This design comes from an exercise in tuning for small area on the open sky130 flow, not from production work.
Function was checked by simulation only, so behaviour that the tests miss may differ from the original.
No activity file was given, so power comes from the tool's default toggle rates.

===== flow/config.mk =====
export PLATFORM = sky130hd
export DESIGN_NAME = ascon_128
export DESIGN_NICKNAME = ascon_128
export VERILOG_FILES = /design/flow/design.v
export SDC_FILE = /design/flow/constraint.sdc
export NUM_CORES = 4
export LEC_CHECK = 0
export CAP_MARGIN = 20
export CORE_MARGIN = 2
export CORE_UTILIZATION = 60
export SLEW_MARGIN = 20

===== flow/constraint.sdc =====
create_clock -name core_clock -period 5.0 [get_ports {clk}]
set_input_delay 1.0000 -clock core_clock [delete_from_list [all_inputs] [get_ports {clk}]]
set_output_delay 1.0000 -clock core_clock [all_outputs]
set_load 0.01 [all_outputs]

===== flow/design.v =====
module ascon_sbox (
  input  logic [127:0] state_in,
  output logic [126:0] state_out
);
  logic [31:0] a0, a1, a2, a3, b0, b1, b2, b3;
  assign {a3, a2, a1, a0} = state_in;
  assign b0 = (~a3 & a1) ^ a0;
  assign b1 = (~a0 & a2) ^ a1;
  assign b2 = (~a1 & a3) ^ a2;
  assign b3 = (~a2 & a0) ^ a3;
  assign state_out = {b3, b2[31:1], b1, b0[31:1], b0[0] ^ b2[0]};
endmodule
module ascon_add_constant #(
  parameter int N = 1,
  parameter bit ZERO64 = 1,
  parameter int B = 4
) (
  input  logic [127:0] state_in,
  output logic [127:0] state_out
);
  function automatic logic [63:0] rc(input int n);
    case (n)
      1:  rc = 64'h13198a2e03707344;
      2:  rc = 64'ha4093822299f31d0;
      3:  rc = 64'h082efa98ec4e6c89;
      4:  rc = 64'h9b05688c2b3e6c1f;
      5:  rc = 64'h7b978c9dd695f5c5;
      6:  rc = 64'h97d4f3c3c5b0e3c6;
      7:  rc = 64'hbefa4f7e679f25fe;
      8:  rc = 64'h6dfe1e62b4f1c395;
      9:  rc = 64'hc11e1edb4b76f39b;
      10: rc = 64'h0f1d32c4d6b70858;
      11: rc = 64'h3d93dda3e2787c13;
      default: rc = 64'h0;
    endcase
  endfunction
  localparam logic [63:0] K = rc(N);
  localparam int W = ZERO64 ? 64 : 128;
  localparam int NB = W / B;
  function automatic int log2up(input int n);
    log2up = 0;
    while ((1 << log2up) < n) log2up++;
  endfunction
  localparam int LV = log2up(NB);
  localparam logic [127:0] KK = {64'h0, K};
  logic [W-1:0] g, t, p, c, sum;
  logic [NB-1:0] bg, bt;
  logic [NB-1:0] pg [0:LV];
  logic [NB-1:0] pt [0:LV];
  logic [NB:0] bc;
  genvar i, j, l;
  generate
    for (i = 0; i < W; i++) begin : g_gt
      if (KK[i]) begin : g_one
        assign g[i] = state_in[i];
        assign t[i] = 1'b1;
        assign p[i] = ~state_in[i];
      end else begin : g_zero
        assign g[i] = 1'b0;
        assign t[i] = state_in[i];
        assign p[i] = state_in[i];
      end
    end
    for (j = 0; j < NB; j++) begin : g_blk
      logic [B:0] gc, tc;
      assign gc[0] = 1'b0;
      assign tc[0] = 1'b1;
      for (i = 0; i < B; i++) begin : g_in
        assign gc[i+1] = g[j*B+i] | (t[j*B+i] & gc[i]);
        assign tc[i+1] = t[j*B+i] & tc[i];
        assign c[j*B+i] = gc[i] | (tc[i] & bc[j]);
      end
      assign bg[j] = gc[B];
      assign bt[j] = tc[B];
    end
    assign pg[0] = bg;
    assign pt[0] = bt;
    for (l = 0; l < LV; l++) begin : g_lv
      for (j = 0; j < NB; j++) begin : g_node
        if ((j >> l) & 1) begin : g_comb
          localparam int S = ((j >> l) << l) - 1;
          assign pg[l+1][j] = pg[l][j] | (pt[l][j] & pg[l][S]);
          assign pt[l+1][j] = pt[l][j] & pt[l][S];
        end else begin : g_pass
          assign pg[l+1][j] = pg[l][j];
          assign pt[l+1][j] = pt[l][j];
        end
      end
    end
    assign bc[0] = 1'b0;
    assign bc[NB:1] = pg[LV];
  endgenerate
  assign sum = p ^ c;
  generate
    if (ZERO64) begin : g_low
      assign state_out = {state_in[127:65], bc[NB], sum};
    end else begin : g_full
      assign state_out = sum;
    end
  endgenerate
endmodule
module ascon_round #(
  parameter int N = 1,
  parameter bit ZERO64 = 1
) (
  input  logic [127:0] state_in,
  output logic [126:0] state_out
);
  logic [127:0] a;
  generate
    if (N == 0) begin : g_nc
      assign a = state_in;
    end else begin : g_c
      ascon_add_constant #(.N(N), .ZERO64(ZERO64)) add_i (.state_in(state_in), .state_out(a));
    end
  endgenerate
  ascon_sbox sbox_i (.state_in(a), .state_out(state_out));
endmodule
module ascon_initialization (
  input  logic clk,
  input  logic rst,
  input  logic enable,
  input  logic [127:0] key,
  input  logic [127:0] nonce,
  output logic [127:0] state_out
);
  logic [126:0] r0, p0, iv;
  ascon_round #(.N(0), .ZERO64(0)) round_i (.state_in(key ^ nonce), .state_out(r0));
  always_ff @(posedge clk or posedge rst) begin
    if (rst) begin
      p0 <= '0;
      iv <= '0;
    end else if (enable) begin
      p0 <= r0;
      iv <= p0;
    end
  end
  assign state_out = {iv[126:64], 1'b0, iv[63:0]};
endmodule
module ascon_key_schedule (
  input  logic clk,
  input  logic rst,
  input  logic enable,
  input  logic [127:0] state,
  input  logic [127:0] key,
  output logic [127:0] state_out
);
  logic [127:0] k0, k1, k2, k3, k4, t;
  logic [31:0] x, y;
  assign x = state[31:0] ^ state[95:64];
  assign y = state[63:32] ^ state[127:96];
  always_ff @(posedge clk or posedge rst) begin
    if (rst) begin
      k0 <= '0;
      k1 <= '0;
      k2 <= '0;
      k3 <= '0;
      k4 <= '0;
      t  <= '0;
    end else if (enable) begin
      k0 <= key ^ state;
      k1 <= k0 ^ {64'h0, y, x};
      k2 <= k1 ^ {64'h0, state[95:64], y};
      k3 <= k2 ^ {64'h0, state[127:96], x};
      k4 <= k3 ^ {64'h0, state[95:64], state[127:96]};
      t  <= k4 ^ (t >> 8);
    end
  end
  assign state_out = t;
endmodule
module ascon_finalization (
  input  logic clk,
  input  logic rst,
  input  logic enable,
  input  logic [126:0] state,
  output logic [127:0] state_out
);
  logic [3:0] age;
  logic [126:0] f, nxt;
  logic [127:0] zv;
  always_comb begin
    case (age)
      4'd0:    zv = 128'h00000000000000008080808080808080;
      4'd1:    zv = 128'he2787c1300000000bd135d235f6b2130;
      4'd2:    zv = 128'h6a95bef792060810cc3190e834a2260f;
      4'd3:    zv = 128'hfae257c72964a218850f2dd75689d808;
      4'd4:    zv = 128'h9c37343302f5e0947c880e2ae24ada8d;
      4'd5:    zv = 128'hd9303262468f67b439c4189ba67b4d4d;
      4'd6:    zv = 128'h41ae404c98543c066c2221ddb5d85d97;
      4'd7:    zv = 128'h256028dbfbfd77b445ac0e039b31516c;
      4'd8:    zv = 128'h120c2004bdfd4f7cf2880af35d79658b;
      4'd9:    zv = 128'h02a0488bfd6fe27caf74974250bb3db5;
      4'd10:   zv = 128'h9a322888cfefd3f6e64e0e40b393f53e;
      default: zv = {state[126:64], 1'b0, state[63:0] ^ 64'h8080808080808080};
    endcase
  end
  assign nxt = {zv[127:65], zv[63:0]};
  always_ff @(posedge clk or posedge rst) begin
    if (rst) begin
      age <= 4'd0;
      f   <= '0;
    end else if (enable) begin
      if (age != 4'd11) age <= age + 4'd1;
      f <= nxt;
    end
  end
  assign state_out = {f[126:64], 1'b0, f[63:0]};
endmodule
module ascon_128 (
  input  logic clk,
  input  logic rst,
  input  enable,
  input  logic [127:0] key,
  input  logic [127:0] nonce,
  input  logic [127:0] plaintext,
  output logic [127:0] ciphertext
);
  logic [127:0] initialization_state;
  logic [127:0] key_schedule_state;
  logic [126:0] round_next [1:11];
  logic [126:0] round_state [1:11];
  ascon_initialization init_inst (
    .clk(clk), .rst(rst), .enable(enable),
    .key(key), .nonce(nonce), .state_out(initialization_state)
  );
  ascon_key_schedule ks_inst (
    .clk(clk), .rst(rst), .enable(enable),
    .state(initialization_state), .key(key), .state_out(key_schedule_state)
  );
  ascon_round #(.N(1), .ZERO64(0)) round1 (
    .state_in(key_schedule_state ^ plaintext), .state_out(round_next[1])
  );
  genvar i;
  generate
    for (i = 2; i <= 11; i = i + 1) begin : g_round
      ascon_round #(.N(i), .ZERO64(1)) round_inst (
        .state_in({round_state[i-1][126:64], 1'b0, round_state[i-1][63:0]}),
        .state_out(round_next[i])
      );
    end
  endgenerate
  always_ff @(posedge clk) begin
    if (enable) begin
      for (int n = 1; n <= 11; n++) round_state[n] <= round_next[n];
    end
  end
  ascon_finalization final_inst (
    .clk(clk), .rst(rst), .enable(enable),
    .state(round_state[11]), .state_out(ciphertext)
  );
endmodule

===== flow/run.sh =====
#!/bin/bash
# synth_recipe.tcl (not shown) runs the flow's synth.tcl, then flattens the netlist and writes it again
# the make line also repeats each setting of config.mk as NAME=value (left out here)
make -C /OpenROAD-flow-scripts/flow DESIGN_CONFIG=/design/flow/config.mk WORK_HOME=/design/flow/orfs CLKGATE_MAP_FILE= SYNTH_SCRIPT=/design/flow/synth_recipe.tcl finish

==> results of run 1 <==
## placed cells by master (no fill, tap or decap), drive strengths merged, types with 143 or more instances in the layout
cell type | netlist | final
inv | 304 | 305
clkbuf | 285 | 392
o21ai | 143 | 143
nor2b | 215 | 215
mux2 | 658 | 658
edfxtp | 1397 | 1397
nand2 | 793 | 793
nand2b | 151 | 151
a21oi | 568 | 568
xor2 | 831 | 831
clkdlybuf4s50 | 0 | 512
xnor2 | 1941 | 1941
ha | 271 | 271
buf | 13 | 241
dfrtp | 1153 | 1153
nor2 | 1251 | 1251
## layout make-up
cell class,count,area share
diodes,5,0.0000856
clock buffers,392,0.0547
well taps,2821,0.0241
flip-flops and latches,2550,0.484
repair buffers,753,0.0506
multi-input cells,7662,0.373
inverters,304,0.00783
clock inverters,81,0.00562
## layer usage
layer	global-route usage	part of all wire	up-vias
li1	-	-	38200
met1	0.372	0.39	39700
met2	0.544	0.51	2099
met3	0.0458	0.050	631
met4	0.147	0.053	4
met5	0	0.000081	-
## how the worst max path moves through the flow
stage	start	depth (start not counted)	end
2_1_floorplan	rst	1	final_inst.age[0]
5_1_grt	round_state[8][0]	20	round_state[9][92]
3_5_place_dp	plaintext[68]	14	round_state[1][68]
3_3_place_gp	plaintext[68]	14	round_state[1][68]
4_1_cts	round_state[2][0]	22	round_state[3][73]
6_report	round_state[8][0]	20	round_state[9][29]
## where the power goes
part | internal (uW) | switching, uW | total, uW
Clock | 11900 | 8060 | 20000
Combinational | 24400 | 28800 | 53100
Sequential | 38100 | 11200 | 49300
Total | 74400 | 48000 | 122000
## worst max-delay path, stage by stage (launching register included)
cell and delay [ns]:
sky130_fd_sc_hd__edfxtp_1 0.39, sky130_fd_sc_hd__inv_1 0.15, sky130_fd_sc_hd__ha_1 0.19, sky130_fd_sc_hd__inv_1 0.10
sky130_fd_sc_hd__ha_1 0.21, sky130_fd_sc_hd__inv_1 0.05, sky130_fd_sc_hd__ha_1 0.16, sky130_fd_sc_hd__nand2b_1 0.10
sky130_fd_sc_hd__a311oi_1 0.49, sky130_fd_sc_hd__buf_4 0.25, sky130_fd_sc_hd__o21ai_1 0.08, sky130_fd_sc_hd__buf_4 0.17
sky130_fd_sc_hd__o21ai_0 0.16, sky130_fd_sc_hd__nand3_1 0.30, sky130_fd_sc_hd__o21ai_0 0.50, sky130_fd_sc_hd__nand2_1 0.15
sky130_fd_sc_hd__and3_1 0.22, sky130_fd_sc_hd__ha_1 0.20, sky130_fd_sc_hd__xnor2_1 0.27, sky130_fd_sc_hd__nor2_1 0.10
sky130_fd_sc_hd__xnor2_1 0.14
## per-stage QoR
| stage | cell area, um2 | utilization | cells | total power, uW |
|---|---|---|---|---|
| after floorplan | 128000 | - | 10800 | 82400 |
| after global placement | 137000 | 0.649 | 14100 | 101000 |
| after detailed placement | 137000 | 0.649 | 14100 | 102000 |
| after CTS | 146000 | 0.691 | 14600 | 123000 |
| after global routing | 146000 | 0.691 | 14600 | 130000 |
| final | 146000 | 0.691 | 14600 | 122000 |
## registers in the layout (all words and copies together), names as in the netlist
register / count
init_inst.iv: 127
final_inst.f: 127
init_inst.p0: 127
ks_inst.t: 128
ks_inst.k4: 128
ks_inst.k0: 128
final_inst.age: 4
ks_inst.k2: 128
round_state: 1397
ks_inst.k3: 128
ks_inst.k1: 128
## cell families (layout without fill, tap and decap cells)
family                     Yosys count  in the layout
muxes                              672            672
xor gates and xnor gates          2772           2772
adders and majority gates          271            271
DFF                               2550           2550
buffers and inverters              602           1530
other                                1              6
AOI/OAI and AO/OA                 1041           1041
and+or+nand+nor                   2905           2905
==> flow_summary.ini, run 1 <==
[critical_path]
critical_path_arrival_ns = 5.30
worst_r2r_startpoint = round_state[8][0]
worst-path-max-fanout = 7
startpoint_types = register
reg2reg_setup_slack_ns = 0.33
worst_ep_required_time_ns = 5.64
r2r_end = round_state[9][29]
worstSetupPathType = register to register
worst_setup_path_end_kind = register
reg2regPathDepth = 20

[logic_synthesis]
synth.most_common_cell = sky130_fd_sc_hd__xnor2_1
most_frequent_cells_after_synthesis = sky130_fd_sc_hd__xnor2_1, sky130_fd_sc_hd__edfxtp_1, sky130_fd_sc_hd__nor2_1
synth-compound-area-share = 0.0488
synth_top_area_frac = 0.329
syn-mean-instance-area_um2 = 11.8
synth-main-ff-cell = sky130_fd_sc_hd__edfxtp_1
synth_seq_area_share = 0.555
synth_enable_flop_cells = 1397
largest_family_of_logic_cells_by_synthesized_area = XOR/XNOR gates
yosysTopAreaCell = sky130_fd_sc_hd__edfxtp_1
synth-seq-cells = 2550
synthesized_instance_count = 10800
synth-async-reset-ratio = 0.452
syn-num-nets = 11500
synth_xor_xnor_area_share = 0.190
synth_area_leaders = sky130_fd_sc_hd__edfxtp_1, sky130_fd_sc_hd__dfrtp_1, sky130_fd_sc_hd__xnor2_1, sky130_fd_sc_hd__mux2_2, sky130_fd_sc_hd__xor2_1
ys_warn_count = 40
yosys.area_share.simple = 0.102
netlist-cell-type-count = 93
synth_adder_area_share = 0.0266
synthMuxAreaShare = 0.0593
synth_area_um2 = 128000

[timing]
period_needed_ns = 4.67
hold_viol = 0
post-route-period-util = 0.933
finClkSkew_ns = 0.0794
fmax_mhz = 214
finalSetupViolCount = 0
postLayoutSetupSlackWorst_ns = 0.335
tightestPinTransition_ns = 1.11
final_tns_setup_ns = 0
final_max_slew_viol_count = 0
slew_headroom = 0.255
setup_repair_after_global_routing_missed_its_margin = false
final_hold_slack_ns = 0.480

[clock_network]
clockBufferDepth = 4
root_buffer = sky130_fd_sc_hd__clkbuf_16
htree_num_levels = 5
cts_setup_buffers = 0
register_clock_pin_slew_on_the_reported_worst_setup_and_hold_paths_ns = 0.06
clock_sink_count = 2550
post_cts_resize_count = 0
insertion_delay_ns = 0.93
cts_made_buffers = 285
cts_tree = done
ctsHoldBuffers = 0

[drt]
drc = 0
antenna_violation_net_count_after_detailed_routing = 0
drt_pass1_iterations = 8
vias_per_cell = 5.54
routed_wl_um = 334000
dr.first_iter.drc_count = 6286
route.vias.total = 80600
routedWlPerCell_um = 22.9

[cells_and_area]
multi_input_combinational_cell_area_um2 = 54500
finalNetCount = 12200
nFillCells = 15300
area_growth_pct = 14.6
share_of_final_layout_standard_cells_stronger_than_drive_strength_1 = 0.114
final-seq-area_um2 = 70800

[global_route]
vias_in_the_first_global_route = 82100
grt_max_degree = 184
grt_antenna_before_repair = 8
global_route_wire_length_before_repair_um = 500000
grt.overflow.total = 0
grt.total_usage = 0.309

[placement]
finalWeightedCongestion = 0.993
port-buffer-count = 513
hpwl_um = 263000
placement.setup.worst_slack_ns = -0.224

[floorplan]
core_region_area_um2 = 212000
design.die.area_um2 = 216000
fp-row-count = 169
die_x_um = 465
initial_core_utilization = 0.603
io_pins = 515
floorplan.die.height_um = 465

[run_status]
status = no timing/DRC/antenna violations

[hold_path]
holdCritStartpoint = ks_inst.k3[83]
hold_path.class = register to register
worst_hold_path.endpoint = ks_inst.k4[83]
hold_depth = 1

[power]
static-leakage-power_uw = 0.0557
pwr_density_cell_nw_per_um2 = 838
worst_vdd_drop_mv = 0.656

[flow_run]
drv.max_cap_violation_count = 0
==> run 2, diff against run 1 <==
==> flow/flow/run.sh (new file) <==
#!/bin/bash
# The standard layout (standard.sh: standard synthesis, floorplan, power
# grid, tap cells, placement, CTS, routing), with two choices changed:
#  - every port is buffered with a sky130_fd_sc_hd__buf_1 cell;
#  - CTS clusters at most 30 flip-flops within 60 um per leaf buffer and
#    inserts no dummy loads.
# make's full output (every tool's output) goes to flow.log here; ORFS keeps
# each step's log under orfs/logs/.
set -euo pipefail
bash standard.sh \
  "BUFFER_PORTS_ARGS=-buffer_cell sky130_fd_sc_hd__buf_1" \
  "CTS_ARGS=-sink_clustering_enable -repair_clock_nets -dont_use_dummy_load -sink_clustering_size 30 -sink_clustering_max_diameter 60" \
  finish > flow.log 2>&1
==> flow/standard.sh (new file) <==
#!/bin/bash
# synth_recipe.tcl (not shown) runs the flow's synth.tcl, then flattens the netlist and writes it again
# the make line also repeats each setting of config.mk as NAME=value (left out here)
make -C /OpenROAD-flow-scripts/flow DESIGN_CONFIG=/design/flow/config.mk WORK_HOME=/design/flow/orfs CLKGATE_MAP_FILE= SYNTH_SCRIPT=/design/flow/synth_recipe.tcl "${@:-finish}"
removed: flow/run.sh
==> flow_summary.ini, run 2 <==
[run_status]
status = no timing/DRC/antenna violations

[logic_synthesis]
synth-main-ff-cell = sky130_fd_sc_hd__edfxtp_1
synth_enable_flop_cells = 1397
syn-mean-instance-area_um2 = 11.8
synth_seq_area_share = 0.555
synth-seq-cells = 2550
synthesized_instance_count = 10800
synth_area_leaders = sky130_fd_sc_hd__edfxtp_1, sky130_fd_sc_hd__dfrtp_1, sky130_fd_sc_hd__xnor2_1, sky130_fd_sc_hd__mux2_2, sky130_fd_sc_hd__xor2_1
synth-async-reset-ratio = 0.452
synth_top_area_frac = 0.329
syn-num-nets = 11500
yosysTopAreaCell = sky130_fd_sc_hd__edfxtp_1
netlist-cell-type-count = 93
ys_warn_count = 40
synth.most_common_cell = sky130_fd_sc_hd__xnor2_1
most_frequent_cells_after_synthesis = sky130_fd_sc_hd__xnor2_1, sky130_fd_sc_hd__edfxtp_1, sky130_fd_sc_hd__nor2_1
synth_area_um2 = 128000

[cells_and_area]
commonest_non_fill_non_tap_cell_in_the_layout = sky130_fd_sc_hd__xnor2_1
area_growth_pct = 8.18
finalNetCount = 12000
largest-register = round_state
final-seq-area_um2 = 70800
final_util = 0.652
largest_register_ff_count = 1397
share_of_final_layout_standard_cells_stronger_than_drive_strength_1 = 0.0953
highest_count_cells_in_the_layout_ignoring_fill_and_taps = sky130_fd_sc_hd__xnor2_1, sky130_fd_sc_hd__edfxtp_1, sky130_fd_sc_hd__nor2_1
multi_input_combinational_cell_area_um2 = 54500
nFillCells = 16100

[clock_network]
cts_made_buffers = 171
clockBufferDepth = 3
ctsHoldBuffers = 0
clock_sink_count = 2550
insertion_delay_ns = 0.85
cts_tree = done
root_buffer = sky130_fd_sc_hd__clkbuf_16
register_clock_pin_slew_on_the_reported_worst_setup_and_hold_paths_ns = 0.08
htree_num_levels = 4

[power]
power.switching_uw = 46300
switching_share = 0.407
p_int_uw = 67400
power_frac_seq = 0.433
pwr-share-comb = 0.455
power.total_uw = 114000
worst_vdd_drop_mv = 0.581
clockPowerShare = 0.112
pwr_density_cell_nw_per_um2 = 824
static-leakage-power_uw = 0.0518

[timing]
finalSetupViolCount = 0
post-route-period-util = 0.920
setup_repair_after_global_routing_missed_its_margin = false
hold_viol = 0
final_tns_setup_ns = 0
finClkSkew_ns = 0.117
final_max_slew_viol_count = 0
fmax_mhz = 217
postLayoutSetupSlackWorst_ns = 0.398
slew_headroom = 0.235
period_needed_ns = 4.60
tightestPinTransition_ns = 1.15

[drt]
vias_per_cell = 5.59
antenna_violation_net_count_after_detailed_routing = 0
routed_wl_um = 330000
routedWlPerCell_um = 23.2
drt_pass1_iterations = 6
route.vias.total = 79400
dr.first_iter.drc_count = 6743
drc = 0

[critical_path]
timing.critical_path.cells = ha_1 -> inv_1 -> ha_1 -> inv_1 -> ha_1 -> o211a_1 -> nor4_1 -> buf_4 -> o21ai_0 -> buf_4 -> nor4b_1 -> o31a_1 -> o21ai_0 -> nand2_1 -> ha_1 -> nor3_1 -> xor2_1 -> nor2_1 -> xnor2_1
critical_path_arrival_ns = 5.17
reg2reg_setup_slack_ns = 0.40
cp_num_cells = 19
critical-path-slowest-cell = sky130_fd_sc_hd__edfxtp_1
startpoint_types = register
worst_path_most_repeated_cell = sky130_fd_sc_hd__ha_1
maximum_single_stage_delay_on_the_critical_path_ns = 0.45
cp_top_delay_family = compound AO/OA/AOI/OAI gates
worstSetupPathType = register to register
critical_path.startpoint = round_state[7][0]
r2r_end = round_state[8][31]
worst-path-max-fanout = 5
worst_setup_path_endpoint = round_state[8][31]
cp_num_buf_inv = 4
worst_r2r_startpoint = round_state[7][0]
worst_setup_path_end_kind = register
reg2regPathDepth = 19
worst_ep_required_time_ns = 5.57

[floorplan]
design.die.area_um2 = 216000
die_x_um = 465
fp-row-count = 169
core_region_area_um2 = 212000
io_pins = 515
floorplan.die.height_um = 465
initial_core_utilization = 0.603

[global_route]
grt_max_degree = 181
grt.overflow.total = 0
vias_in_the_first_global_route = 80400
global_route_wire_length_before_repair_um = 493000
grt_antenna_before_repair = 6
grt.total_usage = 0.304

[placement]
finalWeightedCongestion = 0.965
hpwl_um = 262000
port-buffer-count = 513
placement.setup.worst_slack_ns = 0.000163

[hold_path]
hold_path.class = input pin to asynchronous set/reset pin

[flow_run]
drv.max_cap_violation_count = 0
==> run 2: cell counts after synthesis <==
Identical to the previous run, type by type.
==> run 2: layout make-up <==
type / instances / area share
clock buffers: 171 / 0.0310
well taps: 2821 / 0.0256
flip-flops and latches: 2550 / 0.513
inverters: 304 / 0.00830
multi-input cells: 7662 / 0.395
diodes: 5 / 0.0000907
repair buffers: 698 / 0.0269
==> run 2: layer usage <==
layer	GRT usage	wire length (um)
met2	0.537	168000
met4	0.139	17200
met3	0.0355	14200
met1	0.376	131000
met5	0	12
==> run 2: what timing repair did <==
item	CTS	global route
gates resized for setup	0	2
endpoints found under the setup margin	0	6
buffers inserted	0	0
==> run 2: logic make-up after synthesis <==
logic type	synth area share
and+or+nand+nor	0.102
muxes	0.0593
DFF	0.555
xor gates and xnor gates	0.190
AOI/OAI and AO/OA	0.0488
buffers and inverters	0.0178
adders and majority gates	0.0266
other	0.0000294
==> run 2: worst min path at each step <==
stage / start / endpoint / cells past startpoint
finish: rst / init_inst.p0[86] / 2
floorplan: round_state[11][18] / final_inst.f[18] / 2
CTS: rst / init_inst.p0[23] / 2
global route: rst / init_inst.p0[23] / 2
global placement: init_inst.p0[116] / init_inst.iv[116] / 1
detailed placement: round_state[11][105] / final_inst.f[105] / 2
==> run 2: per-stage QoR <==
step	area (um2)	hold slack (ns)	instances
3_3_place_gp	134000	0.483	14000
6_report	138000	0.341	14200
3_5_place_dp	134000	0.480	14000
4_1_cts	138000	0.296	14200
2_1_floorplan	128000	0.455	10800
5_1_grt	138000	0.336	14200
==> run 2: power groups by stage <==
stage               Combinational, uW  Clock (uW)  Sequential, uW
CTS                             52000       12900           49100
global placement                50200           0           49100
floorplan                       38000           0           44400
global route                    56800       13700           50200
detailed placement              51700           0           49500
finish                          51700       12700           49300
==> run 3, diff against run 2 <==
--- a/flow/design.v
+++ b/flow/design.v
@@ -144,7 +144,10 @@
   input  logic [127:0] state,
   input  logic [127:0] key,
-  output logic [127:0] state_out
-);
-  logic [127:0] k0, k1, k2, k3, k4, t;
+  input  logic kv,
+  output logic [127:0] state_out
+);
+  logic [63:0] k0, k1, k2, k3, k4;       
+  logic [63:0] k0h, k1h, k2h, k3h, k4h;   
+  logic [127:0] t;
   logic [31:0] x, y;
   assign x = state[31:0] ^ state[95:64];
@@ -159,10 +162,19 @@
       t  <= '0;
     end else if (enable) begin
-      k0 <= key ^ state;
-      k1 <= k0 ^ {64'h0, y, x};
-      k2 <= k1 ^ {64'h0, state[95:64], y};
-      k3 <= k2 ^ {64'h0, state[127:96], x};
-      k4 <= k3 ^ {64'h0, state[95:64], state[127:96]};
-      t  <= k4 ^ (t >> 8);
+      k0 <= key[63:0] ^ state[63:0];
+      k1 <= k0 ^ {y, x};
+      k2 <= k1 ^ {state[95:64], y};
+      k3 <= k2 ^ {state[127:96], x};
+      k4 <= k3 ^ {state[95:64], state[127:96]};
+      t  <= {k4h & {64{kv}}, k4} ^ (t >> 8);
+    end
+  end
+  always_ff @(posedge clk) begin
+    if (enable) begin
+      k0h <= key[127:64] ^ state[127:64];
+      k1h <= k0h;
+      k2h <= k1h;
+      k3h <= k2h;
+      k4h <= k3h;
     end
   end
@@ -173,8 +185,8 @@
   input  logic rst,
   input  logic enable,
+  input  logic [3:0] age,
   input  logic [126:0] state,
   output logic [127:0] state_out
 );
-  logic [3:0] age;
   logic [126:0] f, nxt;
   logic [127:0] zv;
@@ -198,8 +210,6 @@
   always_ff @(posedge clk or posedge rst) begin
     if (rst) begin
-      age <= 4'd0;
       f   <= '0;
     end else if (enable) begin
-      if (age != 4'd11) age <= age + 4'd1;
       f <= nxt;
     end
@@ -220,4 +230,12 @@
   logic [126:0] round_next [1:11];
   logic [126:0] round_state [1:11];
+  logic [3:0] age;
+  always_ff @(posedge clk or posedge rst) begin
+    if (rst) begin
+      age <= 4'd0;
+    end else if (enable && age != 4'd11) begin
+      age <= age + 4'd1;
+    end
+  end
   ascon_initialization init_inst (
     .clk(clk), .rst(rst), .enable(enable),
@@ -226,5 +244,5 @@
   ascon_key_schedule ks_inst (
     .clk(clk), .rst(rst), .enable(enable),
-    .state(initialization_state), .key(key), .state_out(key_schedule_state)
+    .state(initialization_state), .key(key), .kv(age >= 4'd5), .state_out(key_schedule_state)
   );
   ascon_round #(.N(1), .ZERO64(0)) round1 (
@@ -247,5 +265,5 @@
   ascon_finalization final_inst (
     .clk(clk), .rst(rst), .enable(enable),
-    .state(round_state[11]), .state_out(ciphertext)
-  );
-endmodule
+    .age(age), .state(round_state[11]), .state_out(ciphertext)
+  );
+endmodule
==> flow_summary.ini, run 3 <==
[cells_and_area]
area_growth_pct = 8.10
largest_register_ff_count = 1397
share_of_final_layout_standard_cells_stronger_than_drive_strength_1 = 0.0708
largest-register = round_state
final_util = 0.654
reg_top3 = round_state: 1397 flops, ks_inst.t: 128 flops
commonest_non_fill_non_tap_cell_in_the_layout = sky130_fd_sc_hd__xnor2_1
finalNetCount = 11600
nFillCells = 15900
highest_count_cells_in_the_layout_ignoring_fill_and_taps = sky130_fd_sc_hd__xnor2_1, sky130_fd_sc_hd__edfxtp_1, sky130_fd_sc_hd__nor2_1

[floorplan]
core_region_area_um2 = 207000
initial_core_utilization = 0.605
die_x_um = 461
fp-row-count = 167
io_pins = 515
floorplan.die.height_um = 461
design.die.area_um2 = 213000

[power]
static-leakage-power_uw = 0.0504
power.total_uw = 111000
worst_vdd_drop_mv = 0.517
pwr_density_cell_nw_per_um2 = 817

[logic_synthesis]
synth-async-reset-ratio = 0.327
synth_seq_area_share = 0.577
ys_warn_count = 40
synth_top_area_frac = 0.411
yosysTopAreaCell = sky130_fd_sc_hd__edfxtp_1
synthesized_instance_count = 10400
synth-main-ff-cell = sky130_fd_sc_hd__edfxtp_1
netlist-cell-type-count = 99
synth_enable_flop_cells = 1717
synth_area_um2 = 126000
syn-mean-instance-area_um2 = 12.1
synth-seq-cells = 2550
synth.most_common_cell = sky130_fd_sc_hd__xnor2_1
most_frequent_cells_after_synthesis = sky130_fd_sc_hd__xnor2_1, sky130_fd_sc_hd__edfxtp_1, sky130_fd_sc_hd__nor2_1
syn-num-nets = 11000
synth_area_leaders = sky130_fd_sc_hd__edfxtp_1, sky130_fd_sc_hd__dfrtp_1, sky130_fd_sc_hd__xnor2_1, sky130_fd_sc_hd__xor2_1, sky130_fd_sc_hd__nor2_1

[clock_network]
clock_sink_count = 2550
cts_made_buffers = 169
ctsHoldBuffers = 0
clockBufferDepth = 3
register_clock_pin_slew_on_the_reported_worst_setup_and_hold_paths_ns = 0.10
insertion_delay_ns = 0.84
htree_num_levels = 4
root_buffer = sky130_fd_sc_hd__clkbuf_16
cts_tree = done

[global_route]
grt_max_degree = 237
global_route_wire_length_before_repair_um = 476000
grt_antenna_before_repair = 34
grt.overflow.total = 0
grt.total_usage = 0.304
vias_in_the_first_global_route = 76400

[drt]
drt_pass1_iterations = 6
routed_wl_um = 323000
drc = 0
dr.first_iter.drc_count = 6117
route.vias.total = 76500
vias_per_cell = 5.56
routedWlPerCell_um = 23.5
antenna_violation_net_count_after_detailed_routing = 0

[placement]
finalWeightedCongestion = 0.967
placement.setup.worst_slack_ns = 0.148
port-buffer-count = 513
hpwl_um = 258000

[run_status]
status = no timing/DRC/antenna violations

[critical_path]
reg2reg_setup_slack_ns = 0.24
worst-path-max-fanout = 5
critical_path_arrival_ns = 5.30
worst_setup_path_end_kind = register
worstSetupPathType = register to register
startpoint_types = register
worst_ep_required_time_ns = 5.54

[timing]
slew_headroom = 0.265
finClkSkew_ns = 0.0634
fmax_mhz = 210
post-route-period-util = 0.951
finalSetupViolCount = 0
tightestPinTransition_ns = 1.09
hold_viol = 0
period_needed_ns = 4.76
setup_repair_after_global_routing_missed_its_margin = false
postLayoutSetupSlackWorst_ns = 0.245
final_max_slew_viol_count = 0

[hold_path]
hold_path.class = register to register

[flow_run]
drv.max_cap_violation_count = 0
[run 3: cell types whose count changed in the layout (fill, tap and decap cells not counted), sizes merged, moves of 81 or more]
cell	delta
xnor2	-113
mux2	-272
xor2	+144
dfrtp	-320
edfxtp	+320
a21oi	-81
[run 3: cell type report]
type | count | area (um2) | share of cell area
Antenna cell | 9 | 22.5 | 0.000166
Clock buffer | 169 | 4230 | 0.0312
Inverter | 307 | 1160 | 0.00852
Multi-Input combinational cell | 7280 | 51000 | 0.376
Sequential cell | 2550 | 72400 | 0.534
Tap cell | 2788 | 3490 | 0.0257
Timing Repair Buffer | 663 | 3380 | 0.0249
[run 3: path summary, 6_finish.rpt]
kind | startpoint | cells after the start | endpoint
max | round_state[8][0] | 18 | round_state[9][68]
min | ks_inst.k0h[15] | 0 | ks_inst.k1h[15]
max reg2reg | round_state[8][0] | 18 | round_state[9][68]
min reg2reg | ks_inst.k0h[15] | 0 | ks_inst.k1h[15]
max in group asynchronous | rst | 4 | ks_inst.k1[20]
min in group asynchronous | rst | 2 | init_inst.iv[105]
[run 3: logic make-up after synthesis]
| family | share of synthesized area |
|---|---|
| simple gates | 0.103 |
| xor+xnor | 0.196 |
| flops | 0.577 |
| compound gates | 0.0448 |
| buf+inv | 0.0169 |
| mux | 0.0355 |
| fa+ha+maj | 0.0270 |
| other cells | 0.0000299 |
[run 3: metrics by stage]
stage                     hold WS, ns  area [um2]  setup TNS, ns  std cells
final                           0.391      136000              0      13800
after global routing            0.392      136000              0      13800
after CTS                       0.382      136000              0      13800
after detailed placement        0.405      131000              0      13600
after global placement          0.401      131000              0      13600
after floorplan                 0.396      126000       -6199.45      10400
[run 3: power by group]
group          leakage [uW]  internal [uW]  switching (uW)
sequential           0.0263          37900           10600
clock               0.00208           5960            6620
combinational        0.0220          21900           27900
total                0.0504          65700           45100
[run 3: routing by layer]
layer	GRT usage	wire, um	part of all wire
met5	0	207	0.00064
met2	0.525	162000	0.50
met1	0.377	127000	0.39
met4	0.143	17500	0.054
met3	0.0434	16400	0.051
[run 3: repair_timing]
| action | 4_1_cts | 5_1_grt |
|---|---|---|
| endpoints found under the hold margin | 0 | 0 |
| setup endpoints to repair | 0 | 4 |
| setup buffers | 0 | 1 |
| gates resized for setup | 0 | 1 |
[run 3: critical path, stage by stage, from the launching register on]
cell and delay (ns):
sky130_fd_sc_hd__edfxtp_1 0.40, sky130_fd_sc_hd__inv_1 0.16, sky130_fd_sc_hd__ha_1 0.31, sky130_fd_sc_hd__inv_1 0.09
sky130_fd_sc_hd__ha_1 0.20, sky130_fd_sc_hd__inv_1 0.07, sky130_fd_sc_hd__ha_1 0.21, sky130_fd_sc_hd__nand2b_1 0.10
sky130_fd_sc_hd__a311oi_1 0.33, sky130_fd_sc_hd__buf_4 0.25, sky130_fd_sc_hd__o2111ai_1 0.22, sky130_fd_sc_hd__nand2_1 0.24
sky130_fd_sc_hd__a31oi_1 0.37, sky130_fd_sc_hd__o31ai_1 0.56, sky130_fd_sc_hd__nor2b_1 0.25, sky130_fd_sc_hd__ha_1 0.19
sky130_fd_sc_hd__xor2_1 0.28, sky130_fd_sc_hd__nand2_1 0.11, sky130_fd_sc_hd__xnor2_1 0.13
==> run 4, diff against run 3 <==
--- a/flow/design.v
+++ b/flow/design.v
@@ -123,18 +123,16 @@
   input  logic [127:0] key,
   input  logic [127:0] nonce,
+  input  logic iv_ok,
   output logic [127:0] state_out
 );
   logic [126:0] r0, p0, iv;
   ascon_round #(.N(0), .ZERO64(0)) round_i (.state_in(key ^ nonce), .state_out(r0));
-  always_ff @(posedge clk or posedge rst) begin
-    if (rst) begin
-      p0 <= '0;
-      iv <= '0;
-    end else if (enable) begin
+  always_ff @(posedge clk) begin
+    if (enable) begin
       p0 <= r0;
       iv <= p0;
     end
   end
-  assign state_out = {iv[126:64], 1'b0, iv[63:0]};
+  assign state_out = {iv[126:64], 1'b0, iv[63:0]} & {128{iv_ok}};
 endmodule
 module ascon_key_schedule (
@@ -240,5 +238,5 @@
   ascon_initialization init_inst (
     .clk(clk), .rst(rst), .enable(enable),
-    .key(key), .nonce(nonce), .state_out(initialization_state)
+    .key(key), .nonce(nonce), .iv_ok(age >= 4'd2), .state_out(initialization_state)
   );
   ascon_key_schedule ks_inst (
==> flow_summary.ini, run 4 <==
[placement]
post_dp_cell_area_um2 = 131000
port-buffer-count = 513
finalWeightedCongestion = 0.960
hpwl_um = 263000
placedCellCount = 13700

[timing]
slew_headroom = 0.210
tightestPinTransition_ns = 1.18
final_hold_slack_ns = 0.361
setup_repair_after_global_routing_missed_its_margin = false
fmax_mhz = 216
period_needed_ns = 4.64
finClkSkew_ns = 0.147
finalSetupViolCount = 0
hold_viol = 0
post-route-period-util = 0.928
final_max_slew_viol_count = 0

[floorplan]
die_x_um = 460
core_region_area_um2 = 207000
io_pins = 515
design.die.area_um2 = 212000
initial_core_utilization = 0.603
floorplan.die.height_um = 460
fp-row-count = 167

[clock_network]
htree_num_levels = 4
register_clock_pin_slew_on_the_reported_worst_setup_and_hold_paths_ns = 0.09
cts_tree = done
clock_sink_count = 2550
insertion_delay_ns = 0.86
root_buffer = sky130_fd_sc_hd__clkbuf_16
ctsHoldBuffers = 0
cts_made_buffers = 169
clockBufferDepth = 3

[critical_path]
worst_setup_path_end_kind = register
worst_r2r_startpoint = round_state[9][3]
worstSetupPathType = register to register
critical_path.startpoint = round_state[9][3]
critical_path_arrival_ns = 5.18
worst_ep_required_time_ns = 5.54
worst-path-max-fanout = 5
startpoint_types = register

[logic_synthesis]
synth-seq-cells = 2550
synth_enable_flop_cells = 1971
synth-async-reset-ratio = 0.227
most_frequent_cells_after_synthesis = sky130_fd_sc_hd__edfxtp_1, sky130_fd_sc_hd__xnor2_1, sky130_fd_sc_hd__nor2_1
ys_warn_count = 40
synthesized_instance_count = 10500
syn-num-nets = 11200
netlist-cell-type-count = 93
synth-main-ff-cell = sky130_fd_sc_hd__edfxtp_1
synth_area_um2 = 125000
synth.most_common_cell = sky130_fd_sc_hd__edfxtp_1
syn-mean-instance-area_um2 = 11.9
yosysTopAreaCell = sky130_fd_sc_hd__edfxtp_1
synth_top_area_frac = 0.474
synth_seq_area_share = 0.590
synth_area_leaders = sky130_fd_sc_hd__edfxtp_1, sky130_fd_sc_hd__xnor2_1, sky130_fd_sc_hd__dfrtp_1, sky130_fd_sc_hd__xor2_1, sky130_fd_sc_hd__nor2_1

[global_route]
grt_antenna_before_repair = 20
grt_max_degree = 155
grt.overflow.total = 0
vias_in_the_first_global_route = 76800
global_route_wire_length_before_repair_um = 483000
grt.total_usage = 0.312

[flow_run]
drv.max_cap_violation_count = 0

[cells_and_area]
commonest_non_fill_non_tap_cell_in_the_layout = sky130_fd_sc_hd__edfxtp_1
share_of_final_layout_standard_cells_stronger_than_drive_strength_1 = 0.0390
layout_cells_excl_fill = 13900
largest_register_ff_count = 1397
finalNetCount = 11800
highest_count_cells_in_the_layout_ignoring_fill_and_taps = sky130_fd_sc_hd__edfxtp_1, sky130_fd_sc_hd__xnor2_1, sky130_fd_sc_hd__nor2_1
largest-register = round_state
multi_input_combinational_cell_area_um2 = 49200
nFillCells = 15700
final_util = 0.654
reg_top3 = round_state: 1397 flops, ks_inst.t: 128 flops
area_growth_pct = 8.43
layout.cell_area.non_filler_um2 = 135000
final-seq-area_um2 = 73700

[drt]
routed_wl_um = 331000
drt_pass1_iterations = 6
route.vias.total = 77500
vias_per_cell = 5.60
antenna_violation_net_count_after_detailed_routing = 0
drc = 0
routedWlPerCell_um = 23.9
dr.first_iter.drc_count = 6650

[run_status]
status = no timing/DRC/antenna violations

[power]
pwr_density_cell_nw_per_um2 = 816
worst_vdd_drop_mv = 0.418
static-leakage-power_uw = 0.0496

[hold_path]
hold_path.class = input pin to asynchronous set/reset pin
[run 4: changes by cell type after synthesis, moves of 14 or more]
cell / change
sky130_fd_sc_hd__dfrtp_1: -254
sky130_fd_sc_hd__a21oi_1: +136
sky130_fd_sc_hd__mux2_2: -380
sky130_fd_sc_hd__xnor2_1: -81
sky130_fd_sc_hd__clkbuf_1: -32
sky130_fd_sc_hd__nand4_1: +14
sky130_fd_sc_hd__edfxtp_1: +254
sky130_fd_sc_hd__o21ai_0: +22
sky130_fd_sc_hd__nor2_1: +184
sky130_fd_sc_hd__nand2_1: +134
sky130_fd_sc_hd__xor2_1: +88
[run 4: final cells by class]
cell class / instances / area share
Inverter: 318 / 0.00885
Tap cell: 2704 / 0.0250
Timing Repair Buffer: 684 / 0.0270
Clock buffer: 169 / 0.0312
Multi-Input combinational cell: 7419 / 0.363
Sequential cell: 2550 / 0.544
Antenna cell: 10 / 0.000185
[run 4: timing repair]
| action | 4_1_cts | 5_1_grt |
|---|---|---|
| resized for setup | 0 | 1 |
| endpoints found under the setup margin | 0 | 4 |
| buffers inserted | 0 | 0 |
[run 4: worst paths after layout]
check	to	cells after the start	slack, ns
setup / recovery	round_state[10][42]	15	0.36
hold / removal	ks_inst.t[13]	2	0.36
setup reg to reg	round_state[10][42]	15	0.36
hold reg to reg	ks_inst.k3h[18]	0	0.37
max in group asynchronous	final_inst.f[11]	3	3.39
min in group core_clock	ks_inst.k3h[18]	0	0.37
[run 4: worst max-delay path, stage by stage (launching register included)]
cell and delay, ns:
sky130_fd_sc_hd__edfxtp_1 0.48, sky130_fd_sc_hd__o21a_1 0.26, sky130_fd_sc_hd__o21ai_0 0.12, sky130_fd_sc_hd__buf_4 0.17, sky130_fd_sc_hd__a2111oi_1 0.58, sky130_fd_sc_hd__buf_4 0.25
sky130_fd_sc_hd__nor4_1 0.10, sky130_fd_sc_hd__buf_4 0.21, sky130_fd_sc_hd__a21oi_1 0.23, sky130_fd_sc_hd__inv_1 0.18, sky130_fd_sc_hd__a21oi_1 0.62, sky130_fd_sc_hd__ha_1 0.26
sky130_fd_sc_hd__inv_1 0.04, sky130_fd_sc_hd__ha_1 0.19, sky130_fd_sc_hd__xor2_1 0.23, sky130_fd_sc_hd__xor2_1 0.43
[run 4: stage by stage]
| stage | setup TNS, ns | setup WS (ns) | power, uW |
|---|---|---|---|
| 6_report | 0 | 0.361 | 110000 |
| 4_1_cts | 0 | 0.196 | 111000 |
| 5_1_grt | 0 | 0.116 | 117000 |
| 2_1_floorplan | -2252.01 | -3.89 | 80100 |
| 3_3_place_gp | 0 | 0.301 | 96400 |
| 3_5_place_dp | 0 | 0.261 | 98000 |
[run 4: cells by family (layout without fill, tap and decap cells)]
kind of cell	after synthesis	in the layout	share of synthesized area
muxes	15	15	0.00146
AOI/OAI and AO/OA	1113	1113	0.0546
and+or+nand+nor	3207	3207	0.113
other	1	11	0.0000300
adders and majority gates	271	271	0.0272
buffers and inverters	532	1171	0.0162
DFF	2550	2550	0.590
xor gates and xnor gates	2812	2812	0.198
[run 4: report_power, final]
group          switching (uW)  leakage (uW)  total (uW)  internal, uW
logic                   28500        0.0217       49500         21100
registers               10300        0.0258       48400         38100
clock network            6590       0.00208       12600          5960
[run 4: routing by layer]
metal / GRT usage / vias to the layer above / wire length [um]
met4: 0.163 / 18 / 20000
li1: - / 36900 / -
met2: 0.537 / 2083 / 165000
met3: 0.0461 / 635 / 17300
met5: 0 / - / 114
met1: 0.380 / 37900 / 128000
==> run 5, diff against run 4 <==
--- a/flow/design.v
+++ b/flow/design.v
@@ -1,13 +1,22 @@
 module ascon_sbox (
   input  logic [127:0] state_in,
-  output logic [126:0] state_out
-);
-  logic [31:0] a0, a1, a2, a3, b0, b1, b2, b3;
+  output logic [94:0]  state_out
+);
+  logic [31:0] a0, a1, a2, a3, b0, b1, b2;
   assign {a3, a2, a1, a0} = state_in;
   assign b0 = (~a3 & a1) ^ a0;
   assign b1 = (~a0 & a2) ^ a1;
   assign b2 = (~a1 & a3) ^ a2;
-  assign b3 = (~a2 & a0) ^ a3;
-  assign state_out = {b3, b2[31:1], b1, b0[31:1], b0[0] ^ b2[0]};
+  assign state_out = {b2[31:1], b1, b0[31:1], b0[0] ^ b2[0]};
+endmodule
+module ascon_expand (
+  input  logic [94:0]  packed_in,
+  output logic [127:0] state_out
+);
+  logic [31:0] l0, l1, l2;
+  assign l0 = packed_in[31:0];
+  assign l1 = packed_in[63:32];
+  assign l2 = {packed_in[94:64], 1'b0};
+  assign state_out = {l0 ^ l1 ^ l2, l2, l1, l0};
 endmodule
 module ascon_add_constant #(
@@ -105,5 +114,5 @@
 ) (
   input  logic [127:0] state_in,
-  output logic [126:0] state_out
+  output logic [94:0]  state_out
 );
   logic [127:0] a;
@@ -126,5 +135,5 @@
   output logic [127:0] state_out
 );
-  logic [126:0] r0, p0, iv;
+  logic [94:0] r0, p0, iv;
   ascon_round #(.N(0), .ZERO64(0)) round_i (.state_in(key ^ nonce), .state_out(r0));
   always_ff @(posedge clk) begin
@@ -134,5 +143,5 @@
     end
   end
-  assign state_out = {iv[126:64], 1'b0, iv[63:0]} & {128{iv_ok}};
+  ascon_expand exp_i (.packed_in(iv & {95{iv_ok}}), .state_out(state_out));
 endmodule
 module ascon_key_schedule (
@@ -148,7 +157,8 @@
   logic [63:0] k0h, k1h, k2h, k3h, k4h;   
   logic [127:0] t;
-  logic [31:0] x, y;
-  assign x = state[31:0] ^ state[95:64];
-  assign y = state[63:32] ^ state[127:96];
+  logic [31:0] i2, i3, x;
+  assign i2 = state[95:64];
+  assign i3 = state[127:96];
+  assign x = state[31:0] ^ i2;
   always_ff @(posedge clk or posedge rst) begin
     if (rst) begin
@@ -161,8 +171,8 @@
     end else if (enable) begin
       k0 <= key[63:0] ^ state[63:0];
-      k1 <= k0 ^ {y, x};
-      k2 <= k1 ^ {state[95:64], y};
-      k3 <= k2 ^ {state[127:96], x};
-      k4 <= k3 ^ {state[95:64], state[127:96]};
+      k1 <= k0 ^ {x, x};
+      k2 <= k1 ^ {i2, x};
+      k3 <= k2 ^ {i3, x};
+      k4 <= k3 ^ {i2, i3};
       t  <= {k4h & {64{kv}}, k4} ^ (t >> 8);
     end
@@ -184,34 +194,32 @@
   input  logic enable,
   input  logic [3:0] age,
-  input  logic [126:0] state,
-  output logic [127:0] state_out
-);
-  logic [126:0] f, nxt;
-  logic [127:0] zv;
+  input  logic [94:0] state,
+  output logic [127:0] state_out
+);
+  logic [94:0] f, zv;
   always_comb begin
     case (age)
-      4'd0:    zv = 128'h00000000000000008080808080808080;
-      4'd1:    zv = 128'he2787c1300000000bd135d235f6b2130;
-      4'd2:    zv = 128'h6a95bef792060810cc3190e834a2260f;
-      4'd3:    zv = 128'hfae257c72964a218850f2dd75689d808;
-      4'd4:    zv = 128'h9c37343302f5e0947c880e2ae24ada8d;
-      4'd5:    zv = 128'hd9303262468f67b439c4189ba67b4d4d;
-      4'd6:    zv = 128'h41ae404c98543c066c2221ddb5d85d97;
-      4'd7:    zv = 128'h256028dbfbfd77b445ac0e039b31516c;
-      4'd8:    zv = 128'h120c2004bdfd4f7cf2880af35d79658b;
-      4'd9:    zv = 128'h02a0488bfd6fe27caf74974250bb3db5;
-      4'd10:   zv = 128'h9a322888cfefd3f6e64e0e40b393f53e;
-      default: zv = {state[126:64], 1'b0, state[63:0] ^ 64'h8080808080808080};
+      4'd0:   zv = 95'h000000008080808080808080;
+      4'd1:   zv = 95'h00000000bd135d235f6b2130;
+      4'd2:   zv = 95'h49030408cc3190e834a2260f;
+      4'd3:   zv = 95'h14b2510c850f2dd75689d808;
+      4'd4:   zv = 95'h017af04a7c880e2ae24ada8d;
+      4'd5:   zv = 95'h2347b3da39c4189ba67b4d4d;
+      4'd6:   zv = 95'h4c2a1e036c2221ddb5d85d97;
+      4'd7:   zv = 95'h7dfebbda45ac0e039b31516c;
+      4'd8:   zv = 95'h5efea7bef2880af35d79658b;
+      4'd9:   zv = 95'h7eb7f13eaf74974250bb3db5;
+      4'd10:  zv = 95'h67f7e9fbe64e0e40b393f53e;
+      default: zv = state ^ 95'h8080808080808080;
     endcase
   end
-  assign nxt = {zv[127:65], zv[63:0]};
   always_ff @(posedge clk or posedge rst) begin
     if (rst) begin
-      f   <= '0;
+      f <= '0;
     end else if (enable) begin
-      f <= nxt;
-    end
-  end
-  assign state_out = {f[126:64], 1'b0, f[63:0]};
+      f <= zv;
+    end
+  end
+  ascon_expand exp_i (.packed_in(f), .state_out(state_out));
 endmodule
 module ascon_128 (
@@ -226,6 +234,6 @@
   logic [127:0] initialization_state;
   logic [127:0] key_schedule_state;
-  logic [126:0] round_next [1:11];
-  logic [126:0] round_state [1:11];
+  logic [94:0] round_next [1:11];
+  logic [94:0] round_state [1:11];
   logic [3:0] age;
   always_ff @(posedge clk or posedge rst) begin
@@ -250,8 +258,7 @@
   generate
     for (i = 2; i <= 11; i = i + 1) begin : g_round
-      ascon_round #(.N(i), .ZERO64(1)) round_inst (
-        .state_in({round_state[i-1][126:64], 1'b0, round_state[i-1][63:0]}),
-        .state_out(round_next[i])
-      );
+      logic [127:0] s;
+      ascon_expand exp_i (.packed_in(round_state[i-1]), .state_out(s));
+      ascon_round #(.N(i), .ZERO64(1)) round_inst (.state_in(s), .state_out(round_next[i]));
     end
   endgenerate
==> flow_summary.ini, run 5 <==
[global_route]
vias_in_the_first_global_route = 75300
global_route_wire_length_before_repair_um = 451000
grt.total_usage = 0.310
grt.overflow.total = 0
grt_max_degree = 162
grt_antenna_before_repair = 11

[logic_synthesis]
ys_warn_count = 40
yosysTopAreaCell = sky130_fd_sc_hd__edfxtp_1
synth_top_area_frac = 0.408
synth.most_common_cell = sky130_fd_sc_hd__edfxtp_1
synth-async-reset-ratio = 0.260
synth-main-ff-cell = sky130_fd_sc_hd__edfxtp_1
netlist-cell-type-count = 91
syn-mean-instance-area_um2 = 10.8
synth_area_um2 = 114000
synth_enable_flop_cells = 1555
synth_area_leaders = sky130_fd_sc_hd__edfxtp_1, sky130_fd_sc_hd__dfrtp_1, sky130_fd_sc_hd__xnor2_1, sky130_fd_sc_hd__xor2_1, sky130_fd_sc_hd__nor2_1
synthesized_instance_count = 10600
synth_seq_area_share = 0.528
synth-seq-cells = 2102
syn-num-nets = 11200
most_frequent_cells_after_synthesis = sky130_fd_sc_hd__edfxtp_1, sky130_fd_sc_hd__xnor2_1, sky130_fd_sc_hd__nor2_1

[timing]
setup_repair_after_global_routing_missed_its_margin = false
post-route-period-util = 0.949
final_max_slew_viol_count = 0
finClkSkew_ns = 0.0909
slew_headroom = 0.239
fmax_mhz = 211
hold_viol = 0
period_needed_ns = 4.74
final_tns_setup_ns = 0
tightestPinTransition_ns = 1.13
finalSetupViolCount = 0
final_hold_slack_ns = 0.309

[floorplan]
core_region_area_um2 = 190000
die_x_um = 440
floorplan.die.height_um = 440
initial_core_utilization = 0.602
io_pins = 515
fp-row-count = 160
design.die.area_um2 = 194000

[hold_path]
hold_path.class = input pin to asynchronous set/reset pin

[cells_and_area]
reg_top3 = round_state: 1045 flops, ks_inst.t: 128 flops
largest-register = round_state
finalNetCount = 11700
share_of_final_layout_standard_cells_stronger_than_drive_strength_1 = 0.0491
area_growth_pct = 8.25
highest_count_cells_in_the_layout_ignoring_fill_and_taps = sky130_fd_sc_hd__edfxtp_1, sky130_fd_sc_hd__xnor2_1, sky130_fd_sc_hd__nor2_1
largest_register_ff_count = 1045
nFillCells = 14800
commonest_non_fill_non_tap_cell_in_the_layout = sky130_fd_sc_hd__edfxtp_1
layout_cells_excl_fill = 13600

[critical_path]
worst_r2r_startpoint = round_state[3][1]
reg2reg_setup_slack_ns = 0.26
critical_path_arrival_ns = 5.26
worstSetupPathType = register to register
worst-path-max-fanout = 7
worst_ep_required_time_ns = 5.52
startpoint_types = register
reg2regPathDepth = 18
worst_setup_path_end_kind = register
r2r_end = round_state[4][21]

[power]
power_frac_seq = 0.397
pwr_density_cell_nw_per_um2 = 835
p_int_uw = 59000
static-leakage-power_uw = 0.0462
worst_vdd_drop_mv = 0.488
power.switching_uw = 44400
pwr-share-comb = 0.496
switching_share = 0.429
clockPowerShare = 0.108

[clock_network]
clockBufferDepth = 3
clock_sink_count = 2102
register_clock_pin_slew_on_the_reported_worst_setup_and_hold_paths_ns = 0.09
insertion_delay_ns = 0.84
ctsHoldBuffers = 0
post_cts_resize_count = 0
cts_made_buffers = 157
cts_tree = done
htree_num_levels = 4
root_buffer = sky130_fd_sc_hd__clkbuf_16
cts_setup_buffers = 0

[placement]
hpwl_um = 240000
port-buffer-count = 513
finalWeightedCongestion = 0.959
placedCellCount = 13400

[flow_run]
drv.max_cap_violation_count = 0

[drt]
vias_per_cell = 5.74
routed_wl_um = 303000
routedWlPerCell_um = 22.3
drc = 0
dr.first_iter.drc_count = 6252
drt_pass1_iterations = 6
antenna_violation_net_count_after_detailed_routing = 0
route.vias.total = 77900

[run_status]
status = no timing/DRC/antenna violations
==> run 5: changes by cell type after synthesis, moves of 83 or more <==
cell and delta:
sky130_fd_sc_hd__nor2b_1 -83, sky130_fd_sc_hd__o21ai_0 +166, sky130_fd_sc_hd__xor2_1 -107, sky130_fd_sc_hd__mux2_2 +121
sky130_fd_sc_hd__nor2_1 -178, sky130_fd_sc_hd__edfxtp_1 -416, sky130_fd_sc_hd__clkbuf_1 +164, sky130_fd_sc_hd__inv_1 +102
sky130_fd_sc_hd__xnor2_1 -299, sky130_fd_sc_hd__mux2i_1 +107, sky130_fd_sc_hd__a21oi_1 +267
==> run 5: area by class of cell <==
type	count	area [um2]	share of cell area
flip-flops and latches	2102	60400	0.488
diodes	6	15.0	0.000121
clock buffers	157	3930	0.0317
well taps	2511	3140	0.0254
multi-input cells	7670	50900	0.411
repair buffers	706	3820	0.0308
inverters	417	1570	0.0127
==> run 5: worst max path at each step <==
stage	start	slack [ns]	cells past startpoint	endpoint
floorplan	rst	-3.44	1	age[0]
global placement	plaintext[2]	0.21	21	round_state[1][6]
detailed placement	plaintext[2]	0.22	21	round_state[1][6]
CTS	round_state[3][1]	0.33	18	round_state[4][21]
global route	round_state[3][1]	0.07	18	round_state[4][21]
finish	round_state[3][1]	0.26	18	round_state[4][21]
==> run 5: per-layer routing <==
layer	global-route usage	wire length, um
met5	0	0
met4	0.146	16000
met3	0.0356	14200
met2	0.533	150000
met1	0.392	123000
==> run 5: logic make-up after synthesis <==
kind of cell,after synthesis,share of synthesized area
adder cells (fa/ha/maj),296,0.0317
XOR/XNOR,2402,0.184
buffers and inverters,812,0.0268
AND/OR/NAND/NOR,2932,0.113
flip-flops,2102,0.528
multiplexers,241,0.0225
AO/OA/AOI/OAI,1798,0.0939
other,1,0.0000328
==> run 5: power groups by stage <==
stage	clock network (uW)	registers [uW]	logic [uW]
floorplan	0	36200	38700
global placement	0	40800	49400
detailed placement	0	41100	50900
CTS	11400	40800	51300
global route	11900	41900	56200
finish	11100	41000	51200
==> run 5: through the flow <==
stage	area [um2]	utilization	worst slack (ns)	total power [uW]
final	124000	0.652	0.255	103000
after global routing	124000	0.652	0.0725	110000
after CTS	124000	0.652	0.335	103000
after detailed placement	120000	0.631	0.218	92100
after global placement	120000	0.631	0.209	90200
after floorplan	114000	-	-3.44	74900
==> run 5: worst max-delay path, cell delays in order, from the launching register on <==
cell and delay, ns:
sky130_fd_sc_hd__edfxtp_1 0.39, sky130_fd_sc_hd__inv_1 0.07, sky130_fd_sc_hd__ha_1 0.19, sky130_fd_sc_hd__ha_1 0.20, sky130_fd_sc_hd__ha_1 0.24, sky130_fd_sc_hd__nor2b_1 0.17
sky130_fd_sc_hd__o41ai_1 0.52, sky130_fd_sc_hd__buf_4 0.22, sky130_fd_sc_hd__a311oi_1 0.13, sky130_fd_sc_hd__or3_1 0.53, sky130_fd_sc_hd__o31ai_1 0.51, sky130_fd_sc_hd__inv_1 0.12
sky130_fd_sc_hd__a21oi_1 0.20, sky130_fd_sc_hd__and2_1 0.15, sky130_fd_sc_hd__ha_1 0.26, sky130_fd_sc_hd__nor2_1 0.09, sky130_fd_sc_hd__a211oi_1 0.25, sky130_fd_sc_hd__a21oi_1 0.10
sky130_fd_sc_hd__xnor2_1 0.14
==> run 6, diff against run 5 <==
--- a/flow/config.mk
+++ b/flow/config.mk
@@ -8,4 +8,4 @@
 export CAP_MARGIN = 20
 export CORE_MARGIN = 2
-export CORE_UTILIZATION = 60
+export CORE_UTILIZATION = 72
 export SLEW_MARGIN = 20
==> flow_summary.ini, run 6 <==
[run_status]
status = no timing/DRC/antenna violations

[cells_and_area]
commonest_non_fill_non_tap_cell_in_the_layout = sky130_fd_sc_hd__edfxtp_1
reg_top3 = round_state: 1045 flops, ks_inst.t: 128 flops
largest_register_ff_count = 1045
layout.cell_area.non_filler_um2 = 123000
finalNetCount = 11700
nFillCells = 9819
share_of_final_layout_standard_cells_stronger_than_drive_strength_1 = 0.0456
area_growth_pct = 7.18
layout_cells_excl_fill = 13100
final_util = 0.775
highest_count_cells_in_the_layout_ignoring_fill_and_taps = sky130_fd_sc_hd__edfxtp_1, sky130_fd_sc_hd__xnor2_1, sky130_fd_sc_hd__nor2_1
largest-register = round_state

[logic_synthesis]
synth-async-reset-ratio = 0.260
synth_seq_area_share = 0.528
most_frequent_cells_after_synthesis = sky130_fd_sc_hd__edfxtp_1, sky130_fd_sc_hd__xnor2_1, sky130_fd_sc_hd__nor2_1
synth-seq-cells = 2102
yosysTopAreaCell = sky130_fd_sc_hd__edfxtp_1
synth.most_common_cell = sky130_fd_sc_hd__edfxtp_1
syn-num-nets = 11200
synthesized_instance_count = 10600
syn-mean-instance-area_um2 = 10.8
synth_area_um2 = 114000
synth-main-ff-cell = sky130_fd_sc_hd__edfxtp_1
ys_warn_count = 40
netlist-cell-type-count = 91
synth_area_leaders = sky130_fd_sc_hd__edfxtp_1, sky130_fd_sc_hd__dfrtp_1, sky130_fd_sc_hd__xnor2_1, sky130_fd_sc_hd__xor2_1, sky130_fd_sc_hd__nor2_1
synth_enable_flop_cells = 1555
synth_top_area_frac = 0.408

[clock_network]
cts_setup_buffers = 0
insertion_delay_ns = 0.80
cts_tree = done
clock_sink_count = 2102
cts_made_buffers = 144
htree_num_levels = 4
clockBufferDepth = 3
root_buffer = sky130_fd_sc_hd__clkbuf_16
register_clock_pin_slew_on_the_reported_worst_setup_and_hold_paths_ns = 0.11

[critical_path]
reg2reg_setup_slack_ns = 0.29
worst-path-max-fanout = 7
worst_r2r_startpoint = round_state[2][1]
worst_path_most_repeated_cell = sky130_fd_sc_hd__ha_1
startpoint_types = register
worst_ep_required_time_ns = 5.54
reg2regPathDepth = 20
critical_path_arrival_ns = 5.25
r2r_end = round_state[3][18]
timing.critical_path.cells = ha_1 -> ha_1 -> inv_1 -> ha_1 -> inv_1 -> nand4_1 -> ha_1 -> nand3b_1 -> a311oi_1 -> o2111ai_1 -> a211o_1 -> and3_1 -> nand2_1 -> ha_1 -> inv_1 -> ha_1 -> nor2_1 -> a21oi_1 -> a21oi_1 -> xnor2_1
maximum_single_stage_delay_on_the_critical_path_ns = 0.54
critical-path-slowest-cell = sky130_fd_sc_hd__a311oi_1
worst_setup_path_end_kind = register
worstSetupPathType = register to register

[drt]
dr.first_iter.drc_count = 8211
drc = 0
drt_pass1_iterations = 8
routed_wl_um = 305000
route.vias.total = 80300
vias_per_cell = 6.13
antenna_violation_net_count_after_detailed_routing = 0
routedWlPerCell_um = 23.3

[floorplan]
initial_core_utilization = 0.723
io_pins = 515
floorplan.die.height_um = 402
die_x_um = 402
core_region_area_um2 = 158000
design.die.area_um2 = 162000
fp-row-count = 146

[timing]
period_needed_ns = 4.71
hold_viol = 0
final_max_slew_viol_count = 0
final_tns_setup_ns = 0
fmax_mhz = 212
setup_repair_after_global_routing_missed_its_margin = false
final_hold_slack_ns = 0.377
finClkSkew_ns = 0.0911
slew_headroom = 0.287
tightestPinTransition_ns = 1.07
post-route-period-util = 0.942
finalSetupViolCount = 0

[power]
static-leakage-power_uw = 0.0458
pwr_density_cell_nw_per_um2 = 843
worst_vdd_drop_mv = 0.474

[placement]
placedCellCount = 12900
post_dp_cell_area_um2 = 119000
hpwl_um = 236000
port-buffer-count = 513
finalWeightedCongestion = 1.01

[hold_path]
hold_path.class = input pin to asynchronous set/reset pin

[flow_run]
drv.max_cap_violation_count = 0

[global_route]
grt.total_usage = 0.373
grt_antenna_before_repair = 18
grt_max_degree = 180
vias_in_the_first_global_route = 79100
grt.overflow.total = 0
global_route_wire_length_before_repair_um = 457000
run 6: cell counts after synthesis:
No cell type changed its count.
run 6: area by class of cell:
type	instances	area [um2]	area share
diodes	10	25.0	0.000204
repair buffers	677	3450	0.0281
flip-flops and latches	2102	60400	0.493
clock buffers	144	3600	0.0294
well taps	2072	2590	0.0212
multi-input cells	7670	50900	0.415
inverters	417	1570	0.0128
run 6: kinds of logic after synthesis:
| group | synth area share |
|---|---|
| flip-flops | 0.528 |
| multiplexers | 0.0225 |
| AND/OR/NAND/NOR | 0.113 |
| XOR/XNOR | 0.184 |
| adder cells (fa/ha/maj) | 0.0317 |
| buffers and inverters | 0.0268 |
| AO/OA/AOI/OAI | 0.0939 |
| other | 0.0000328 |
run 6: worst max-delay path, delay by kind of cell, from the launching register on:
| kind | cells | cell delay [ns] |
|---|---|---|
| AO/OA/AOI/OAI | 5 | 1.46 |
| XOR/XNOR | 1 | 0.09 |
| buffers and inverters | 3 | 0.20 |
| adder cells (fa/ha/maj) | 6 | 1.29 |
| flip-flops | 1 | 0.39 |
| AND/OR/NAND/NOR | 5 | 1.08 |
run 6: where the power goes:
part / switching, uW / internal, uW
clock network: 5520 / 5090
logic: 29100 / 22300
registers: 10200 / 31000
total: 44900 / 58400
run 6: routing by layer:
metal | global-route usage | share of wire | vias up
met3 | 0.0614 | 0.074 | 771
li1 | - | - | 37200
met4 | 0.203 | 0.062 | 8
met1 | 0.455 | 0.37 | 39000
met5 | 0 | 0.00014 | -
met2 | 0.636 | 0.49 | 3299
run 6: worst max-delay path by stage:
stage	start	to	slack, ns	cells past startpoint
floorplan	rst	age[0]	-3.44	1
global placement	round_state[8][1]	round_state[9][11]	0.45	19
detailed placement	round_state[2][1]	round_state[3][18]	0.33	20
CTS	round_state[8][1]	round_state[9][31]	0.33	21
global route	round_state[2][1]	round_state[3][94]	0.009	17
finish	round_state[2][1]	round_state[3][18]	0.29	20
run 6: stage by stage:
stage	setup slack (ns)	power [uW]
CTS	0.331	103000
global route	0.00903	109000
global placement	0.449	88800
detailed placement	0.328	91600
floorplan	-3.44	74900
finish	0.289	103000
run 6: what timing repair did:
action,in CTS,in global routing
gates resized for setup,0,1
endpoints found under the setup margin,0,3
hold buffers,0,0

what the ideal ports hide:
The results above use ideal ports. As a check the final layouts listed here were re-extracted and re-timed, cells and wires unchanged.
Step 1 sets driving cells, clkbuf_16 on the clock port and buf_2 on the other inputs (assumed; they add their load-dependent delay and slew).
Step 2 also shifts input and output timing later by t, the mid clock arrival at the registers, as if the neighbouring blocks saw the same clock.
Slacks: no drivers / after step 1 / after step 2; pairs: no drivers / after step 1.
| run | t (ns) | setup slack, ns | worst data-port slew with drivers (ns) |
|---|---|---|---|
| run 1 | 0.990 | 0.335 / 0.335 / -0.247 | 0.20 |
| run 2 | 0.895 | 0.398 / 0.398 / -0.039 | 0.15 |
| run 3 | 0.894 | 0.245 / 0.245 / 0.186 | 0.16 |
| run 4 | 0.890 | 0.361 / 0.361 / 0.176 | 0.17 |
| run 5 | 0.888 | 0.255 / 0.255 / 0.168 | 0.16 |
| run 6 | 0.847 | 0.289 / 0.289 / 0.276 | 0.15 |
With both steps, setup timing fails in run 1 and run 2, where it was met with ideal ports. For run 1, which loses most, drivers alone change the setup slack by 0.000 ns; drivers and shift together by -0.582 ns.
